What follows belongs to an exercise in optimizing a design on an open flow for a short achievable clock period and few clock cycles; a production flow would make more cautious choices.
At most, simulation tests tie the RTL to the original design; equivalence was not proved.
No activity file was given, so power comes from the tool's default toggle rates.

## Q
## cpu
module cpu (rst, clk, addr, instruction,
            dmem_addr, dmem_wdata, dmem_write, dmem_read, dmem_readdata);
  input rst, clk;
  output reg [31:0] addr;
  input  [31:0] instruction;
  output [31:0] dmem_addr;
  output [31:0] dmem_wdata;
  output dmem_write, dmem_read;
  input  [31:0] dmem_readdata;
  reg [31:0] rf [1:31];
  reg [31:0] e_a, e_b, e_st;
  reg        e_fa, e_fb, e_fs;
  reg        e_add, e_sub, e_and, e_or, e_sltu;
  reg        e_beq, e_pt, e_again;
  reg [31:0] e_pc;
  reg [15:0] e_off;
  reg [4:0]  e_dst;
  reg        e_we, e_rd, e_wr;
  reg [31:0] m_res, m_st;
  reg        m_we, m_rd, m_wr, m_ldw;
  reg [4:0]  m_dst;
  assign dmem_addr  = m_res;
  assign dmem_wdata = m_st;
  assign dmem_write = m_we;
  assign dmem_read  = m_rd;
  wire [31:0] ea = e_fa ? m_res : e_a;
  wire [31:0] eb = e_fb ? m_res : e_b;
  wire [31:0] es = e_fs ? m_res : e_st;
  wire [31:0] s00, s10, s01, d00, d10, d01;
  wire        sc00, sc10, sc01, dc00, dc10, dc01;
  ks_add #(32) add00 (.a(e_a),   .b(e_b),    .cin(1'b0), .s(s00), .cout(sc00));
  ks_add #(32) add10 (.a(m_res), .b(e_b),    .cin(1'b0), .s(s10), .cout(sc10));
  ks_add #(32) add01 (.a(e_a),   .b(m_res),  .cin(1'b0), .s(s01), .cout(sc01));
  ks_add #(32) sub00 (.a(e_a),   .b(~e_b),   .cin(1'b1), .s(d00), .cout(dc00));
  ks_add #(32) sub10 (.a(m_res), .b(~e_b),   .cin(1'b1), .s(d10), .cout(dc10));
  ks_add #(32) sub01 (.a(e_a),   .b(~m_res), .cin(1'b1), .s(d01), .cout(dc01));
  wire [31:0] e_sum = e_fa ? (e_fb ? {m_res[30:0], 1'b0} : s10) : (e_fb ? s01 : s00);
  wire [31:0] e_dif = e_fa ? (e_fb ? 32'd0 : d10) : (e_fb ? d01 : d00);
  wire        e_dc  = e_fa ? (e_fb ? 1'b1 : dc10) : (e_fb ? dc01 : dc00);
  wire [31:0] e_res = ({32{e_add}}  & e_sum)
                    | ({32{e_sub}}  & e_dif)
                    | ({32{e_and}}  & (ea & eb))
                    | ({32{e_or}}   & (ea | eb))
                    | {31'd0, e_sltu & ~e_dc};
  wire e_eq00 = (e_a == e_b);
  wire e_eq10 = (m_res == e_b);
  wire e_eq01 = (e_a == m_res);
  wire e_eq = e_fa ? (e_fb ? 1'b1 : e_eq10) : (e_fb ? e_eq01 : e_eq00);
  wire [31:0] e_pc4 = e_pc + 32'd4;
  wire [29:0] e_tgt;
  wire        e_tc;
  ...
Settings: LEC_CHECK=0, ABC_CLOCK_PERIOD_IN_PS=1500, CAP_MARGIN=20, CORE_MARGIN=2, CORE_UTILIZATION=30, PLACE_DENSITY=0.35, SLEW_MARGIN=20, SYNTH_HIERARCHICAL=1, TNS_END_PERCENT=0; clock period 10.0 ns.
standard.sh (not shown) runs the stock make flow with config.mk's settings and CLKGATE_MAP_FILE= SYNTH_SCRIPT=/design/flow/synth_recipe.tcl, a recipe that flattens the netlist after the stock synthesis.
==> flow/flow/run.sh <==
#!/bin/bash
set -euo pipefail
export SETUP_SLACK_MARGIN=6.8
bash standard.sh > standard.log 2>&1
Testbench counts of Q, summed over its fixed seeds: cycles 93,515.
Changes in P relative to Q:
-- flow/design.v --
<<< Q, line 32
  output [W-1:0] y;
  assign y = s ? b : a;
endmodule
module dec5 (a, y);
  input  [4:0]  a;
  output [31:1] y;
  genvar k;
  generate
    for (k = 1; k < 32; k = k + 1) begin : d
      assign y[k] = (a == k);
    end
  endgenerate
endmodule
module cpu (rst, clk, addr, instruction,
>>> P, line 32
  output [W-1:0] y;
  assign y = s ? b : a;
endmodule
module cpu (rst, clk, addr, instruction,
<<< Q, line 113
  wire f_useRs = f_isR | f_isAddi | f_isLw | f_isSw | f_isBeq;
  wire f_useRt = f_isR | f_isSw | f_isBeq;
  wire [31:0] rf_rs, rf_rt;
  genvar g;
  generate
    for (g = 0; g < 4; g = g + 1) begin : slice
      wire [31:1] rs1h, rt1h;
      dec5 dec_rs (.a(f_rs), .y(rs1h));
      dec5 dec_rt (.a(f_rt), .y(rt1h));
      reg [7:0] vs, vt;
      integer k;
      always @(*) begin
        vs = 8'd0;
        vt = 8'd0;
        for (k = 1; k < 32; k = k + 1) begin
          vs = vs | ({8{rs1h[k]}} & rf[k][8*g +: 8]);
          vt = vt | ({8{rt1h[k]}} & rf[k][8*g +: 8]);
        end
      end
      assign rf_rs[8*g +: 8] = vs;
      assign rf_rt[8*g +: 8] = vt;
    end
  endgenerate
  wire [31:0] m_wdata = m_ldw ? dmem_readdata : m_res;
  wire m_any = m_wr | m_ldw;
>>> P, line 103
  wire f_useRs = f_isR | f_isAddi | f_isLw | f_isSw | f_isBeq;
  wire f_useRt = f_isR | f_isSw | f_isBeq;
  wire [31:0] rf_rs = (f_rs == 5'd0) ? 32'd0 : rf[f_rs];
  wire [31:0] rf_rt = (f_rt == 5'd0) ? 32'd0 : rf[f_rt];
  wire [31:0] m_wdata = m_ldw ? dmem_readdata : m_res;
  wire m_any = m_wr | m_ldw;
Findings:
Going from Q to P, critical path's largest stage delay increased by 0.17 ns relative to the old numbers; fraction of standard cell area that is sequential has increased; core utilization moved down; design area -about 1.1%; via count rose by about 3.8%.
P reached the final stage; the timing, DRC and antenna checks on its layout passed.
Critical path depth, P and Q: larger value in Q
Layout-stage area growth over the synthesis result was higher in the run labelled Q.
Function not checked in P: the RTL went through the layout flow alone.

* * *

Another version of the RTL of cpu (not shown whole).
For scale: roughly 9000 cells after synthesis, about 160 I/O pins.
Settings: LEC_CHECK=0, ABC_CLOCK_PERIOD_IN_PS=1500, CAP_MARGIN=20, CORE_MARGIN=2, CORE_UTILIZATION=30, PLACE_DENSITY=0.35, SLEW_MARGIN=20, SYNTH_HIERARCHICAL=1, TNS_END_PERCENT=0; clock period 10.0 ns.
Scripts as last shown in full above: flow/flow/run.sh
Testbench counts at the start, summed over its fixed seeds: cycles 93,515.
==> next run, changes <==
--- a/flow/design.v
+++ b/flow/design.v
@@ -26,25 +26,26 @@
   assign s = p ^ c[W-1:0];
   assign cout = c[W];
 endmodule
 module mux2w #(parameter W = 32) (s, a, b, y);
   input          s;
   input  [W-1:0] a, b;
   output [W-1:0] y;
   assign y = s ? b : a;
 endmodule
-module dec5 (a, y);
+module dec5 (a, en, y);
   input  [4:0]  a;
+  input         en;
   output [31:1] y;
   genvar k;
   generate
     for (k = 1; k < 32; k = k + 1) begin : d
-      assign y[k] = (a == k);
+      assign y[k] = en && (a == k);
     end
   endgenerate
 endmodule
 module cpu (rst, clk, addr, instruction,
             dmem_addr, dmem_wdata, dmem_write, dmem_read, dmem_readdata);
   input rst, clk;
   output reg [31:0] addr;
   input  [31:0] instruction;
   output [31:0] dmem_addr;
@@ -102,56 +103,65 @@
   wire [31:0] e_alt = e_again ? e_pc : e_pt ? e_pc4 : {e_tgt, 2'b00};
   wire e_mis = (e_beq & (e_eq ^ e_pt)) | e_again;
   wire [5:0]  f_op  = instruction[31:26];
   wire [4:0]  f_rs  = instruction[25:21];
   wire [4:0]  f_rt  = instruction[20:16];
   wire [4:0]  f_rdf = instruction[15:11];
   wire [5:0]  f_fn  = instruction[5:0];
   wire [15:0] f_im  = instruction[15:0];
   wire [31:0] f_imm = {{16{f_im[15]}}, f_im};
+  wire [31:0] f_pc4 = addr + 32'd4;
   wire f_isR    = (f_op == 6'h00);
   wire f_isAddi = (f_op == 6'h08);
   wire f_isLw   = (f_op == 6'h23);
   wire f_isSw   = (f_op == 6'h2b);
   wire f_isBeq  = (f_op == 6'h04);
   wire f_isJal  = (f_op == 6'h03);
   wire f_isJ    = (f_op[5:1] == 5'b00001);
   wire f_useRs = f_isR | f_isAddi | f_isLw | f_isSw | f_isBeq;
   wire f_useRt = f_isR | f_isSw | f_isBeq;
+  wire [31:0] m_wdata = m_ldw ? dmem_readdata : m_res;
+  wire m_any = m_wr | m_ldw;
+  wire f_brs = m_any && (m_dst == f_rs);
+  wire f_brt = m_any && (m_dst == f_rt);
   wire [31:0] rf_rs, rf_rt;
+  wire f_ens = !f_isJal && !f_brs;
+  wire f_ent = !f_brt;
   genvar g;
   generate
     for (g = 0; g < 8; g = g + 1) begin : slice
       wire [31:1] rs1h, rt1h;
-      dec5 dec_rs (.a(f_rs), .y(rs1h));
-      dec5 dec_rt (.a(f_rt), .y(rt1h));
+      dec5 dec_rs (.a(f_rs), .en(f_ens), .y(rs1h));
+      dec5 dec_rt (.a(f_rt), .en(f_ent), .y(rt1h));
       reg [3:0] vs, vt;
       integer k;
       always @(*) begin
         vs = 4'd0;
         vt = 4'd0;
         for (k = 1; k < 32; k = k + 1) begin
           vs = vs | ({4{rs1h[k]}} & rf[k][4*g +: 4]);
           vt = vt | ({4{rt1h[k]}} & rf[k][4*g +: 4]);
         end
       end
       assign rf_rs[4*g +: 4] = vs;
       assign rf_rt[4*g +: 4] = vt;
     end
   endgenerate
-  wire [31:0] m_wdata = m_ldw ? dmem_readdata : m_res;
-  wire m_any = m_wr | m_ldw;
-  wire [31:0] f_rsv = (m_any && m_dst == f_rs) ? m_wdata : rf_rs;
-  wire [31:0] f_rtv = (m_any && m_dst == f_rt) ? m_wdata : rf_rt;
+  wire f_rb = f_isR || f_isBeq;
+  wire [31:0] f_av  = rf_rs | ({32{!f_isJal && f_brs}} & m_wdata);
+  wire [31:0] f_rtv = rf_rt | ({32{f_brt}} & m_wdata);
+  wire [31:0] f_bv  = ({32{f_rb}} & rf_rt)
+                    | ({32{f_rb && f_brt}} & m_wdata)
+                    | ({32{f_isJal}} & f_pc4)
+                    | ({32{!f_rb && !f_isJal}} & f_imm);
   wire f_fwa = e_wr && (e_dst == f_rs);
   wire f_fwt = e_wr && (e_dst == f_rt);
   wire f_again = e_rd && ((f_useRs && e_dst == f_rs) || (f_useRt && e_dst == f_rt));
-  wire [31:0] f_pc4 = addr + 32'd4;
   wire [31:0] f_jt  = {f_pc4[31:28], instruction[25:0], 2'b00};
   wire [7:0]  f_lo;
   wire        f_lc;
   ks_add #(8) add_f (.a(addr[9:2]), .b(f_im[7:0]), .cin(1'b1), .s(f_lo), .cout(f_lc));
   wire [21:0] f_hi  = addr[31:10];
   wire [21:0] f_hip = f_hi + 22'd1;
   wire [21:0] f_him = f_hi - 22'd1;
   wire f_near = (f_im[15:7] == 9'h000) || (f_im[15:7] == 9'h1ff);
   wire f_pt = f_isBeq && ((f_rs == f_rt) || f_im[15]) && f_near;
@@ -171,21 +181,21 @@
   wire [21:0] f_l0    = f_isJ ? f_jhi : (f_im[15] ? f_him : f_hi);
   wire [21:0] f_l1    = f_isJ ? f_jhi : (f_im[15] ? f_hi : f_hip);
   wire [21:0] f_lhi;
   wire [31:0] f_next;
   mux2w #(22) mux_c (.s(f_lc),   .a(f_l0),    .b(f_l1),                  .y(f_lhi));
   mux2w #(32) mux_t (.s(f_take), .a(f_early), .b({f_lhi, f_llo, 2'b00}), .y(f_next));
   always @(posedge clk)
     addr <= f_next;
   always @(posedge clk) begin
-    e_a   <= f_isJal ? 32'd0 : f_rsv;
+    e_a   <= f_av;
     e_fa  <= f_fa;
-    e_b   <= f_isJal ? f_pc4 : (f_isR || f_isBeq) ? f_rtv : f_imm;
+    e_b   <= f_bv;
     e_fb  <= f_fb;
     e_st  <= f_rtv;
     e_fs  <= f_fwt;
     e_add00 <= f_add && !f_fa && !f_fb;
     e_add10 <= f_add &&  f_fa && !f_fb;
     e_add01 <= f_add && !f_fa &&  f_fb;
     e_add11 <= f_add &&  f_fa &&  f_fb;
     e_sub00 <= f_sub && !f_fa && !f_fb;
     e_sub10 <= f_sub &&  f_fa && !f_fb;
Routed wire length goes down by 4.5%.
Non-clock buffer count goes down by 96.
Design area goes down by 2.6%.
Power goes down by 2.0%.
Area after synthesis goes down by 0.80%.
Utilization goes down by 0.82 points.
Setup slack degrades by 0.68 ns.
Testbench counts after the change, summed over its fixed seeds: cycles 93,515.

-- port drivers added, routing unchanged --
In the flow no input, the clock included, has a driving cell. The finished layouts below were timed again as built, in two steps.
Step 1 assumes that a clkbuf_16 drives the clock port and a buf_2 every other input.
Step 2 also shifts input and output timing later by t, the mid clock arrival at the registers, as if the neighbouring blocks saw the same clock.
a / b / c = no drivers / after step 1 / after step 2; a / b = the first two.
run	t (ns)	setup slack, ns	hold slack, ns	slew at the worst register clock pin (ns)	cell pins on the clock port's net
Q	0.919	6.031 / 6.098 / 5.179	0.428 / 0.428 / 0.428	0.07 / 0.07	1
P	0.944	5.675 / 5.697 / 4.785	0.396 / 0.396 / 0.396	0.07 / 0.07	1
the first run of note 2	0.930	6.144 / 5.950 / 5.020	0.432 / 0.432 / 0.432	0.07 / 0.07	1
the second run of note 2	0.919	5.468 / 5.318 / 4.399	0.396 / 0.396 / 0.396	0.07 / 0.07	1
After both steps setup and hold are still met in every run listed. For the first run of note 2, which loses most, drivers alone change the setup slack by -0.194 ns; drivers and shift together by -1.124 ns.
